What follows belongs to an exercise in optimizing a design on an open flow for small area; a production flow would make more cautious choices. The RTL was checked by simulation tests, not by an equivalence proof against the original design. No activity file was given, so power comes from the tool's default toggle rates.

== fjord ==
## ws2812_top
module ws2812_top(input clk, input reset, input spi_valid, input spi_data, output reg led);
Settings: LEC_CHECK=0, CAP_MARGIN=20, CORE_MARGIN=2, CORE_UTILIZATION=55, CTS_BUF_LIST=sky130_fd_sc_hd__clkbuf_8 sky130_fd_sc_hd__clkbuf_16, CTS_CLUSTER_DIAMETER=60, CTS_CLUSTER_SIZE=21, PLACE_DENSITY=0.7, SLEW_MARGIN=20; clock period 48.9 ns.
standard.sh (not shown) runs the stock make flow with config.mk's settings and CLKGATE_MAP_FILE= SYNTH_SCRIPT=/design/flow/synth_recipe.tcl, a recipe that flattens the netlist after the stock synthesis.
==> flow/flow/run.sh <==
#!/bin/bash
# The standard layout (standard.sh, all ORFS steps to finish) with one change:
# ABC maps the logic with an area-oriented script (flow/abc.script) in place
# of ORFS's abc_speed.script. Everything else, including the register mapping,
# is ORFS's own, from an unmodified copy of its scripts folder.
set -euo pipefail
here=$(pwd)
rm -rf "$here/scripts"
cp -r "$FLOW_HOME/scripts" "$here/scripts"
cp "$here/flow/abc.script" "$here/scripts/abc_speed.script"
bash standard.sh SCRIPTS_DIR="$here/scripts" finish > "$here/orfs_flow.log" 2>&1
==> flow/flow/abc.script <==
strash
&get -n
&st
&syn3
&dch
&put
amap
topo
In summary, fjord completed successfully, with a layout that passed the timing, DRC and antenna checks.
Modified inputs, quartz compared to fjord
Settings: CTS_CLUSTER_SIZE: 21 -> 18; CORE_UTILIZATION: 55 -> 60; CTS_BUF_LIST: sky130_fd_sc_hd__clkbuf_8 sky130_fd_sc_hd__clkbuf_16 -> sky130_fd_sc_hd__clkbuf_8; CTS_CLUSTER_DIAMETER: 60 -> 50; PLACE_DENSITY: 0.7 -> 0.75.
--- outcome ---
Across fjord and quartz, the outcome is the same: a clean finish for every run. The estimated power of quartz ends up lower than the estimate for fjord. The higher fraction of met3 tracks used by global routing came out of quartz. Mean routed wirelength per cell up 0.15 um in quartz wrt fjord.
Edits applied to the flow inputs when going from quartz to onyx:
Settings: clearing CTS_BUF_LIST, which used to be sky130_fd_sc_hd__clkbuf_8; clearing CTS_CLUSTER_DIAMETER, which used to be 50; swapping 60 for 55 in CORE_UTILIZATION; swapping 0.75 for 0.7 in PLACE_DENSITY; clearing CTS_CLUSTER_SIZE, which used to be 18.
==> flow/flow/run.sh <==
#!/bin/bash
# The standard layout (standard.sh, all ORFS steps to finish) with two changes:
# - ABC maps the logic with an area-oriented script (flow/abc.script) in place
#   of ORFS's abc_speed.script. Everything else, including the register
#   mapping, is ORFS's own, from an unmodified copy of its scripts folder.
# - clock tree synthesis clusters at most 20 sinks within 60 um per
#   clkbuf_8 and inserts no dummy loads (CTS_ARGS replaces ORFS's defaults).
set -euo pipefail
here=$(pwd)
rm -rf "$here/scripts"
cp -r "$FLOW_HOME/scripts" "$here/scripts"
cp "$here/flow/abc.script" "$here/scripts/abc_speed.script"
cts="-sink_clustering_enable -repair_clock_nets -sink_clustering_size 20 -sink_clustering_max_diameter 60 -buf_list sky130_fd_sc_hd__clkbuf_8 -dont_use_dummy_load"
bash standard.sh SCRIPTS_DIR="$here/scripts" "CTS_ARGS=$cts" finish > "$here/orfs_flow.log" 2>&1
### Flow results
- Diff quartz -> onyx | number of cells on the critical path | increase of 2
- Taking onyx over quartz, the floorplan die area ratio works out to 1.09.
- [compare] base=quartz new=onyx: portion of total power attributed to the clock network -2.1 points; net switching share of the total power -0.51 points; period utilization -0.79 points; core utilization -6.1 points; via count -90.
- Cell type of the slowest stage on the worst timing path = sky130_fd_sc_hd__buf_4: onyx; cell type of the slowest stage on the worst timing path = sky130_fd_sc_hd__o41ai_1: quartz
- onyx ends up with a count of clock buffers in the final design that is about 15% lower than in quartz.
- In onyx the cell area turned out 0.98% lower than in quartz.
- Taking quartz as the reference, in onyx wire length after detailed routing went down 2.3%; met3 layer wire length in the routed design went down about 4%.

* * *

ws2812_top, a different RTL version from the one above (not shown whole).
Size: roughly 2000 cells after synthesis, about 5 I/O pins.
==> flow/config.mk <==
export PLATFORM = sky130hd
export DESIGN_NAME = ws2812_top
export DESIGN_NICKNAME = ws2812_top
export VERILOG_FILES = /design/flow/design.v
export SDC_FILE = /design/flow/constraint.sdc
export NUM_CORES = 4
export LEC_CHECK = 0
export CAP_MARGIN = 20
export CORE_MARGIN = 2
export CORE_UTILIZATION = 55
export PLACE_DENSITY = 0.7
export SLEW_MARGIN = 20
==> flow/constraint.sdc <==
create_clock -name core_clock -period 48.9 [get_ports {clk}]
set_input_delay 9.7800 -clock core_clock [delete_from_list [all_inputs] [get_ports {clk}]]
set_output_delay 9.7800 -clock core_clock [all_outputs]
set_load 0.01 [all_outputs]
==> flow/flow/run.sh <==
#!/bin/bash
# The standard layout (standard.sh, all ORFS steps to finish) with two changes:
# - ABC maps the logic with an area-oriented script (flow/abc.script) in place
#   of ORFS's abc_speed.script. Everything else, including the register
#   mapping, is ORFS's own, from an unmodified copy of its scripts folder.
# - clock tree synthesis clusters at most 21 sinks within 80 um per
#   clkbuf_8 and inserts no dummy loads (CTS_ARGS replaces ORFS's defaults).
set -euo pipefail
here=$(pwd)
rm -rf "$here/scripts"
cp -r "$FLOW_HOME/scripts" "$here/scripts"
cp "$here/flow/abc.script" "$here/scripts/abc_speed.script"
cts="-sink_clustering_enable -repair_clock_nets -sink_clustering_size 21 -sink_clustering_max_diameter 80 -buf_list sky130_fd_sc_hd__clkbuf_8 -dont_use_dummy_load"
bash standard.sh SCRIPTS_DIR="$here/scripts" "CTS_ARGS=$cts" finish > "$here/orfs_flow.log" 2>&1
Scripts as last shown in full above: flow/flow/abc.script
The first run ran to the end with no violations.
Edit:
--- a/flow/flow/run.sh
+++ b/flow/flow/run.sh
@@ -5,3 +5,3 @@
 #   mapping, is ORFS's own, from an unmodified copy of its scripts folder.
-# - clock tree synthesis clusters at most 21 sinks within 80 um per
+# - clock tree synthesis clusters at most 20 sinks within 60 um per
 #   clkbuf_8 and inserts no dummy loads (CTS_ARGS replaces ORFS's defaults).
@@ -12,3 +12,3 @@
 cp "$here/flow/abc.script" "$here/scripts/abc_speed.script"
-cts="-sink_clustering_enable -repair_clock_nets -sink_clustering_size 21 -sink_clustering_max_diameter 80 -buf_list sky130_fd_sc_hd__clkbuf_8 -dont_use_dummy_load"
+cts="-sink_clustering_enable -repair_clock_nets -sink_clustering_size 20 -sink_clustering_max_diameter 60 -buf_list sky130_fd_sc_hd__clkbuf_8 -dont_use_dummy_load"
 bash standard.sh SCRIPTS_DIR="$here/scripts" "CTS_ARGS=$cts" finish > "$here/orfs_flow.log" 2>&1
Effect: Sequential cell count stays the same; utilization went up by 0.13 points; via count is higher by 0.65%; wire length goes up by 0.89%; hold slack gains 0.0031 ns; cell count is about the same; first-iteration DRC count increases by 2.0%.

-- port drivers added, routing unchanged --
How much do the figures lean on ideal ports? The routed layouts below were timed once more, with nothing changed but the port constraints.
Step 1 sets driving cells, clkbuf_16 on the clock port and buf_2 on the other inputs (assumed; they add their load-dependent delay and slew).
Step 2 also shifts input and output timing later by t, the mid clock arrival at the registers, as if the neighbouring blocks saw the same clock.
Three values: no drivers, after step 1, after step 2; two values: the first two.
run | t, ns | setup slack, ns | pins driven straight from the clock port
fjord | 0.698 | 36.154 / 36.186 / 35.488 | 1
quartz | 0.760 | 35.801 / 35.831 / 35.071 | 1
onyx | 0.709 | 36.187 / 36.214 / 35.505 | 1
the first run of note 2 | 0.735 | 35.363 / 35.392 / 34.657 | 1
the second run of note 2 | 0.728 | 35.336 / 35.367 / 34.640 | 1
After both steps setup and hold are still met in every run listed. For quartz, which loses most, drivers alone change the setup slack by +0.030 ns; drivers and shift together by -0.730 ns.
